Source: an optimization exercise on an open RTL-to-GDS flow (aim: small area, a short achievable clock period and few clock cycles). Production flows keep margins and buffers that such runs may drop.
At most, simulation tests tie the RTL to the original design; equivalence was not proved.
Power is estimated from default activity; no workload was simulated.

==> flow/design.v <==
module demosaic(clk, reset, in_en, data_in, wr_r, addr_r, wdata_r, rdata_r, wr_g, addr_g, wdata_g, rdata_g, wr_b, addr_b, wdata_b, rdata_b, done);
input clk;
input reset;
input in_en;
input [7:0] data_in;
output reg wr_r;
output [13:0] addr_r;
output reg [7:0] wdata_r;
input [7:0] rdata_r;
output reg wr_g;
output [13:0] addr_g;
output [7:0] wdata_g;
input [7:0] rdata_g;
output reg wr_b;
output [13:0] addr_b;
output reg [7:0] wdata_b;
input [7:0] rdata_b;
output reg done;
reg        fill;
reg [6:0]  r;             
reg [7:0]  q;             
reg [3:0]  ph;            
reg        first;         
reg        second;        
reg [7:0]  rg, rx;        
reg [7:0]  xb;            
reg [9:0]  p;             
reg [8:0]  ya;            
reg [7:0]  half;          
reg [9:0]  d;             
reg [7:0]  xn;            
reg [7:0]  hv;            
reg [6:0]  arow;          
reg [6:0]  gcol, rbcol;   
assign wdata_g = p[9:2];
assign addr_g = {arow, gcol};
assign addr_r = {arow, rbcol};
assign addr_b = {arow, rbcol};
wire       odd  = r[0];
wire [7:0] rv   = rx;
wire [7:0] rh   = rx;
wire [6:0] rp1 = r + 7'd1;
wire [6:0] qc  = q[6:0];
wire [6:0] qp1 = qc + 7'd1;
wire [6:0] roff = ph[3] ? 7'h7f : ph[0] ? 7'd1 : 7'd0;
wire [6:0] gco  = ph[1] ? 7'd2 : (ph[3] | ph[0] | (ph[2] & !first)) ? 7'h7f : 7'd0;
wire [6:0] rbo  = ph[1] ? 7'h7c : ph[2] ? 7'h7f : 7'd0;
wire       last = q[7] & (q[6:1] == 6'd1);
wire       endc = ph[2] & last & (r == 7'd127);
wire [9:0] g_sum = p + {2'b0, rg};
wire [9:0] v_sum = {1'b0, ya} + {2'b0, rv};
wire [9:0] d_sum = d + {2'b0, rv};
wire [8:0] h_sum = {1'b0, xn} + {1'b0, rh};
wire       s_in = !fill;
wire       s_d  = fill & ph[2];
wire       s_hr = fill & !ph[2] & odd;    
wire       s_hb = fill & !ph[2] & !odd;   
wire [7:0] nd_r = ({8{s_in}} & data_in) | ({8{s_hr}} & half) | ({8{s_hb}} & hv);
wire [7:0] nd_b = ({8{s_in}} & data_in) | ({8{s_hb}} & half) | ({8{s_hr}} & hv);
always @(posedge clk) begin
    rg <= rdata_g;
    rx <= (odd ^ ph[3]) ? rdata_r : rdata_b;
    wdata_r <= nd_r | ({8{s_d}} & d_sum[9:2]);
    wdata_b <= nd_b | ({8{s_d}} & d_sum[9:2]);
end
always @(posedge clk) begin
    if (reset) begin
        fill <= 1'b0;
        r <= 7'd0;
        q <= 8'd0;
        ph <= 4'd0;
        first <= 1'b1;
        second <= 1'b0;
        done <= 1'b0;
        wr_r <= 1'b0;
        wr_g <= 1'b0;
        wr_b <= 1'b0;
        arow <= 7'd0;
        gcol <= 7'd0;
        rbcol <= 7'd0;
    end else if (!fill) begin
        arow <= r + roff;
        gcol <= qc + gco;
        rbcol <= qc + rbo;
        p <= {data_in, 2'b00};
        wr_g <= in_en & (r[0] == qc[0]);
        wr_r <= in_en & !r[0] & qc[0];
        wr_b <= in_en & r[0] & !qc[0];
        if (in_en) begin
            q[6:0] <= qp1;
            if (qc == 7'd127) begin
                r <= rp1;
                if (r == 7'd127) begin
                    fill <= 1'b1;
                    ph <= 4'b1000;
                end
            end
        end
    end else begin
        ph <= {ph[2:0], ph[3]};
        wr_r <= 1'b0;
        wr_g <= 1'b0;
        wr_b <= 1'b0;
        arow <= r + roff;
        gcol <= qc + gco;
        rbcol <= qc + rbo;
        if (ph[1]) p <= g_sum;
        if (ph[2]) begin
            wr_g <= !first;
            p <= g_sum;
        end
        if (ph[3]) begin
            p <= second ? {2'b0, rg} : {2'b0, xb} + {2'b0, rg};
            xb <= rg;
        end
        if (ph[0] && second) p <= g_sum;
        if (ph[0]) begin
            xn <= rh;
            hv <= h_sum[8:1];
        end
        if (ph[1]) begin
            wr_r <= !first & !second;
            wr_b <= !first & !second;
            d <= v_sum;
            half <= ya[8:1];
            ya <= {1'b0, rv};
        end
        if (ph[2]) begin
            wr_r <= !first & odd;
            wr_b <= !first & !odd;
            ya <= v_sum[8:0];
            q <= last ? {7'd0, rp1[0]} : q + 8'd2;
            if (last) r <= rp1;
            first <= last;
            second <= first;
        end
        if (done || endc) begin
            wr_r <= 1'b0; wr_g <= 1'b0; wr_b <= 1'b0;
        end
        if (endc) done <= 1'b1;
    end
end
endmodule
export LEC_CHECK = 0
export CAP_MARGIN = 20
export CORE_MARGIN = 2
export CORE_UTILIZATION = 40
export CTS_BUF_LIST = sky130_fd_sc_hd__clkbuf_4 sky130_fd_sc_hd__clkbuf_8
export PLACE_DENSITY = 0.6
export SETUP_SLACK_MARGIN = 2.7
export SLEW_MARGIN = 20
export TNS_END_PERCENT = 10
create_clock -name core_clock -period 5.0 [get_ports {clk}]
standard.sh (not shown) runs the stock make flow with config.mk's settings and CLKGATE_MAP_FILE= SYNTH_SCRIPT=/design/flow/synth_recipe.tcl, a recipe that flattens the netlist after the stock synthesis.
==> flow/flow/run.sh <==
#!/bin/bash
# The standard layout (the standard.sh, unchanged synthesis), except that
# the port buffers that global placement inserts on every input and output
# are sky130_fd_sc_hd__buf_1 rather than the default cell.
set -euo pipefail
export BUFFER_PORTS_ARGS="-buffer_cell sky130_fd_sc_hd__buf_1"
bash standard.sh finish > make_finish.log 2>&1
The starting point passed the timing, design-rule and antenna checks.
Testbench counts at the start, summed over its fixed seeds: cycles 802,816.
Edit:
SETUP_SLACK_MARGIN = 2.5   (was 2.7)
Die area does not change.
Global-route usage hardly moves.
Final area fell slightly.
Combinational power is lower by a few percent.
Via count stays flat.
Area after synthesis does not change.
Edit:
SETUP_SLACK_MARGIN = 3.2   (was 2.5)
After rerunning:
- The changed run completed without violations
- hold slack is better by 6.4 ps
- maximum frequency increases by about 9%
- setup slack improves by 200 ps
- area after synthesis is unchanged
- synthesized cell count is unchanged
- flip-flop and latch count is unchanged
- combinational power is higher by about 18%
- count of clock-buffer cells in the layout shrinks by 2
- total power decreases by about 2.3%
Edit:
CORE_UTILIZATION = 55   (was 40)
PLACE_DENSITY = 0.75   (was 0.6)
SETUP_SLACK_MARGIN = 3.0   (was 3.2)
=> The changed run passed the timing, design-rule and antenna checks; routed wire length drops by 3.5%; non-clock buffer count goes down by 20; total power shrinks by 3.8%; count of clock-buffer cells in the layout grows by 2; worst setup slack degrades by 88 ps; flip-flop and latch count stays the same; global-route usage climbs by 4.7 points; design area came out lower by 3.6%; register-to-register slack degrades by 90 ps; final cell count is lower by 6.9%; via count climbs by 1.7%.

* * *

== JK ==
// demosaic: RTL as listed in full above, without the edits since
clock: 5.0 ns
lec_check: 0
cap_margin: 20
core_margin: 2
core_utilization: 40
cts_buf_list: sky130_fd_sc_hd__clkbuf_4 sky130_fd_sc_hd__clkbuf_8
place_density: 0.65
setup_slack_margin: 2.9
slew_margin: 20
tns_end_percent: 10
Scripts as last shown in full above: flow/flow/run.sh
JK: done, clean on timing, DRC and antenna
Testbench counts of JK, summed over its fixed seeds: cycles 802,816.
Here is what was changed in the inputs of MS compared with JK.
# JK
export LEC_CHECK = 0
export CAP_MARGIN = 20
export CORE_MARGIN = 2
export CORE_UTILIZATION = 40
export CTS_BUF_LIST = sky130_fd_sc_hd__clkbuf_4 sky130_fd_sc_hd__clkbuf_8
export PLACE_DENSITY = 0.65
export SETUP_SLACK_MARGIN = 2.9
export SLEW_MARGIN = 20
export TNS_END_PERCENT = 10
create_clock -name core_clock -period 5.0 [get_ports {clk}]
# MS
export LEC_CHECK = 0
export CAP_MARGIN = 20
export CORE_MARGIN = 2
export CORE_UTILIZATION = 45
export CTS_BUF_LIST = sky130_fd_sc_hd__clkbuf_4 sky130_fd_sc_hd__clkbuf_8
export PLACE_DENSITY = 0.6
export SETUP_SLACK_MARGIN = 2.9
export SLEW_MARGIN = 20
export TNS_END_PERCENT = 10
create_clock -name core_clock -period 5.0 [get_ports {clk}]
--- outcome ---
- Status | MS and JK | clean
- Share of power burned in combinational logic, MS and JK: smaller value in MS
- The height of the die of MS falls short of that of JK by 7.9 um.
- Diff JK -> MS: pin slew with the least headroom to its limit went down, final wirelength went up 0.71%, number of global-route vias before repair rose by about 6%, overall power consumption went up, average detailed-routed wire length per instance saw an increase.
- The proportion of final cell area spent on non-clock buffers on JK is in line with that on MS.
Setup changes, MS to AL
# MS
export LEC_CHECK = 0
export CAP_MARGIN = 20
export CORE_MARGIN = 2
export CORE_UTILIZATION = 45
export CTS_BUF_LIST = sky130_fd_sc_hd__clkbuf_4 sky130_fd_sc_hd__clkbuf_8
export PLACE_DENSITY = 0.6
export SETUP_SLACK_MARGIN = 2.9
export SLEW_MARGIN = 20
export TNS_END_PERCENT = 10
create_clock -name core_clock -period 5.0 [get_ports {clk}]
# AL
export LEC_CHECK = 0
export CAP_MARGIN = 20
export CORE_MARGIN = 2
export CORE_UTILIZATION = 40
export CTS_BUF_LIST = sky130_fd_sc_hd__clkbuf_4 sky130_fd_sc_hd__clkbuf_8
export PLACE_DENSITY = 0.6
export SETUP_SLACK_MARGIN = 2.9
export SLEW_MARGIN = 20
export TNS_END_PERCENT = 20
create_clock -name core_clock -period 5.0 [get_ports {clk}]
==> comparison <==
Number of filler cells placed in the layout went up by more than 10% going from MS to AL. Relative to MS, the sequential share of cell area of AL is higher by 0.25 points. Count of cells resized by post-cts repair up 10 in AL wrt MS. Wire length in AL is 1.9% below MS.
What TR does differently from AL at the input level:
# AL
export LEC_CHECK = 0
export CAP_MARGIN = 20
export CORE_MARGIN = 2
export CORE_UTILIZATION = 40
export CTS_BUF_LIST = sky130_fd_sc_hd__clkbuf_4 sky130_fd_sc_hd__clkbuf_8
export PLACE_DENSITY = 0.6
export SETUP_SLACK_MARGIN = 2.9
export SLEW_MARGIN = 20
export TNS_END_PERCENT = 20
create_clock -name core_clock -period 5.0 [get_ports {clk}]
# TR
export LEC_CHECK = 0
export CAP_MARGIN = 20
export CORE_MARGIN = 2
export CORE_UTILIZATION = 40
export CTS_BUF_LIST = sky130_fd_sc_hd__clkbuf_4 sky130_fd_sc_hd__clkbuf_8
export PLACE_DENSITY = 0.6
export SETUP_SLACK_MARGIN = 2.9
export SLEW_MARGIN = 20
export TNS_END_PERCENT = 10
create_clock -name core_clock -period 5.0 [get_ports {clk}]
Results
- A critical path capture point of ya[8]$_SDFFCE_PN0P_ is what AL shows, while p[7]$_DFFE_PP_ belongs to TR.
- The total detailed-routing wirelength of AL and that of TR are within noise of each other.
- Wire length of the first global-routing pass (TR over AL): decrease, about 0.5%
- Sequential portion of the cell area up 0.42 points in TR wrt AL
- TR vs AL — leakage power total dropped about 0.7%.
- Delta (TR minus AL): final period demand of the worst path +0.035 ns; total power divided by cell area +1.3 mW/mm2.

* * *

Setup of run A:
RTL: the design.v shown in full above, as it stands there.
==> flow/config.mk <==
export PLATFORM = sky130hd
export DESIGN_NAME = demosaic
export DESIGN_NICKNAME = demosaic
export VERILOG_FILES = /design/flow/design.v
export SDC_FILE = /design/flow/constraint.sdc
export NUM_CORES = 4
export LEC_CHECK = 0
export CAP_MARGIN = 20
export CORE_MARGIN = 2
export CORE_UTILIZATION = 40
export CTS_BUF_LIST = sky130_fd_sc_hd__clkbuf_4 sky130_fd_sc_hd__clkbuf_8
export PLACE_DENSITY = 0.6
export SETUP_SLACK_MARGIN = 3.0
export SLEW_MARGIN = 20
export TNS_END_PERCENT = 10
==> flow/constraint.sdc <==
create_clock -name core_clock -period 5.0 [get_ports {clk}]
set_input_delay 1.0000 -clock core_clock [delete_from_list [all_inputs] [get_ports {clk}]]
set_output_delay 1.0000 -clock core_clock [all_outputs]
set_load 0.01 [all_outputs]
Scripts as last shown in full above: flow/flow/run.sh
Testbench counts of run A, summed over its fixed seeds: cycles 802,816.
[inputs] run B vs run A
- PLACE_DENSITY now 0.55, was 0.6
- SETUP_SLACK_MARGIN now 2.9, was 3.0
Notes after the runs:
Changes observed in run B relative to run A: multi-input gate share of the layout cell area moved down, setup skew after layout moved up, worst hold slack after final layout moved down, power moved down. Ratio of routed vias to standard cells essentially unchanged between run B and run A. The flow did not stop early for run B: all stages ran, and the layout cleared the timing, design-rule and antenna checks. Maximum clock rate in run B is about 2.5% below run A. Run B leaves less setup margin than run A. Going from run A to run B, the delay of the slowest cell on the worst path was found to have gone up by 0.03 ns. Looking at routability congestion estimate from global placement across run A and run B, the one that comes out higher is run A. Fill cell total of the finished layout in run B is 7 higher than in run A.
--- input diff run B..run C ---
- PLACE_DENSITY changed from 0.55 to 0.6
- SETUP_SLACK_MARGIN changed from 2.9 to 2.8
--- outcome ---
- Going from run B to run C, final cell count shows a reduction of 12, via count of the first global-routing pass fell by 5.2%.
- As far as total power is concerned, run B and run C perform about the same.
- Higher routing usage on met1 among run C and run B: run B
- Combinational power share ends up lower on run C.
- Looking at layout overhead on the synthesized area, run C sits below run B.
- A start point of the critical path of ya[1] is what run B shows, while p[4] belongs to run C.
- Final cell area: run C below run B
- Re area taken by multi-input logic gates: run C is 99 µm² down on run B.

* * *

## the previous run
Another version of the RTL of demosaic (not shown whole).
Size in the first run: about 1100 cells after synthesis, about 130 flip-flops, roughly 110 I/O pins.
Settings: LEC_CHECK=0, CAP_MARGIN=20, CORE_MARGIN=2, CORE_UTILIZATION=40, PLACE_DENSITY=0.6, SLEW_MARGIN=20; clock period 5.0 ns.
run.sh (not shown) runs the stock make flow with config.mk's settings and CLKGATE_MAP_FILE= SYNTH_SCRIPT=/design/flow/synth_recipe.tcl, a recipe that flattens the netlist after the stock synthesis.
Stock flow here: none of the scripts above is used.
The previous run has completed all stages; timing, DRC and antenna checks passed.
Testbench counts of the previous run, summed over its fixed seeds: cycles 794,640.
Here is what was changed in the inputs of the current run compared with the previous run.
diff --git a/flow/config.mk b/flow/config.mk
--- a/flow/config.mk
+++ b/flow/config.mk
@@ -7,2 +7,3 @@
 export LEC_CHECK = 0
+export ABC_CLOCK_PERIOD_IN_PS = 2500
 export CAP_MARGIN = 20
@@ -11,2 +12,3 @@
 export PLACE_DENSITY = 0.6
+export SETUP_SLACK_MARGIN = 2.5
 export SLEW_MARGIN = 20
### Flow results
Looking at highest-delay cell along the critical path, the sky130_fd_sc_hd__a2111oi_4 result is from the current run; the sky130_fd_sc_hd__a2111oi_0 one comes from the previous run.
Status: via-per-instance ratio parity (the previous run, the current run)
The total power of the current run is lower than that of the previous run.
Number of sequential storage elements came out exactly the same in the previous run and the current run.
Looking at slew at the pin closest to its max-slew limit across the previous run and the current run, the one that comes out lower is the current run.
Diff the previous run -> the current run: utilization higher; global-route met1 utilization higher; switching power of the nets higher; fmax higher.
The current run ends up with lower final hold slack than the previous run does.
Of the previous run and the current run, the lower maximum resistive drop on vdd belongs to the current run.

* * *

== old ==
demosaic, a different RTL version from the one above (not shown whole).
For scale: about 140 flip-flops, roughly 110 I/O pins, ~7700 um^2 of cells after synthesis.
Design demosaic, start of the top module:
module demosaic(clk, reset, in_en, data_in, wr_r, addr_r, wdata_r, rdata_r, wr_g, addr_g, wdata_g, rdata_g, wr_b, addr_b, wdata_b, rdata_b, done);
clock: 5.0 ns
lec_check: 0
abc_clock_period_in_ps: 2200
cap_margin: 20
core_margin: 2
core_utilization: 40
place_density: 0.6
setup_slack_margin: 2.8
slew_margin: 20
standard.sh (not shown) runs the stock make flow with config.mk's settings and CLKGATE_MAP_FILE= SYNTH_SCRIPT=/design/flow/synth_recipe.tcl, a recipe that flattens the netlist after the stock synthesis.
Scripts as last shown in full above: flow/flow/run.sh
old: full flow OK, the timing, design-rule and antenna checks passed
What new does differently from old at the input level:
Settings: TNS_END_PERCENT: unset -> 10.
- new completed end to end with timing, DRC and antenna clean.
- [compare] base=old new=new: post-layout minimum cycle time saw a decrease, post-synthesis average cell area saw little to no change, setup slack saw an increase.
- new vs old, worst hold path stage count went down by 2.
- Summary of new over old: via-per-instance ratio fell by 1.6%; worst hold slack fell by 15 ps.
- Comparing old and new, the higher total power draw was measured on new.
- Lower portion of total power attributed to the clock network among old and new: old
- Delta(utilization, new - old) < 0
- new vs. old: maximum number of pins on one net before global-route repair went down by 8.
No run of this note included a check of the RTL's function; only the layout flow was run.

## separate check: timing with driven ports
Ports are ideal in the flow. The routed layouts listed here were re-timed in OpenROAD.
Step 1 sets driving cells, clkbuf_16 on the clock port and buf_2 on the other inputs (assumed; they add their load-dependent delay and slew).
Step 2 times the ports against the registers' clock, not the clock port: input delays grow and output delays shrink by t, the midpoint of the rising clock arrivals with the driver on.
a / b / c = ideal ports / drivers / drivers and shift; a / b = the first two.
| run | t, ns | setup WS [ns] | worst register clock-pin slew, ns |
|---|---|---|---|
| the first run of note 1 | 0.485 | 2.615 / 2.615 / 2.235 | 0.09 / 0.09 |
| the second run of note 1 | 0.496 | 2.590 / 2.590 / 2.146 | 0.09 / 0.09 |
| the third run of note 1 | 0.501 | 2.785 / 2.785 / 2.577 | 0.09 / 0.09 |
| the fourth run of note 1 | 0.488 | 2.697 / 2.697 / 2.414 | 0.08 / 0.08 |
| JK | 0.478 | 2.680 / 2.680 / 2.517 | 0.09 / 0.09 |
| MS | 0.488 | 2.736 / 2.736 / 2.406 | 0.10 / 0.10 |
| AL | 0.489 | 2.761 / 2.761 / 2.385 | 0.09 / 0.09 |
| TR | 0.487 | 2.726 / 2.726 / 2.382 | 0.09 / 0.09 |
| run A | 0.506 | 2.712 / 2.712 / 2.289 | 0.10 / 0.10 |
| run B | 0.495 | 2.654 / 2.654 / 2.268 | 0.09 / 0.09 |
| run C | 0.485 | 2.710 / 2.710 / 2.454 | 0.09 / 0.09 |
| the previous run | 0.484 | 1.566 / 1.592 / 1.108 | 0.07 / 0.07 |
| the current run | 0.474 | 2.323 / 2.340 / 1.866 | 0.07 / 0.07 |
| old | 0.472 | 2.553 / 2.553 / 2.465 | 0.07 / 0.07 |
| new | 0.469 | 2.612 / 2.612 / 2.295 | 0.06 / 0.06 |
After both steps every run listed still meets setup and hold. For the previous run, which loses most, drivers alone change the setup slack by +0.026 ns; drivers and shift together by -0.458 ns.
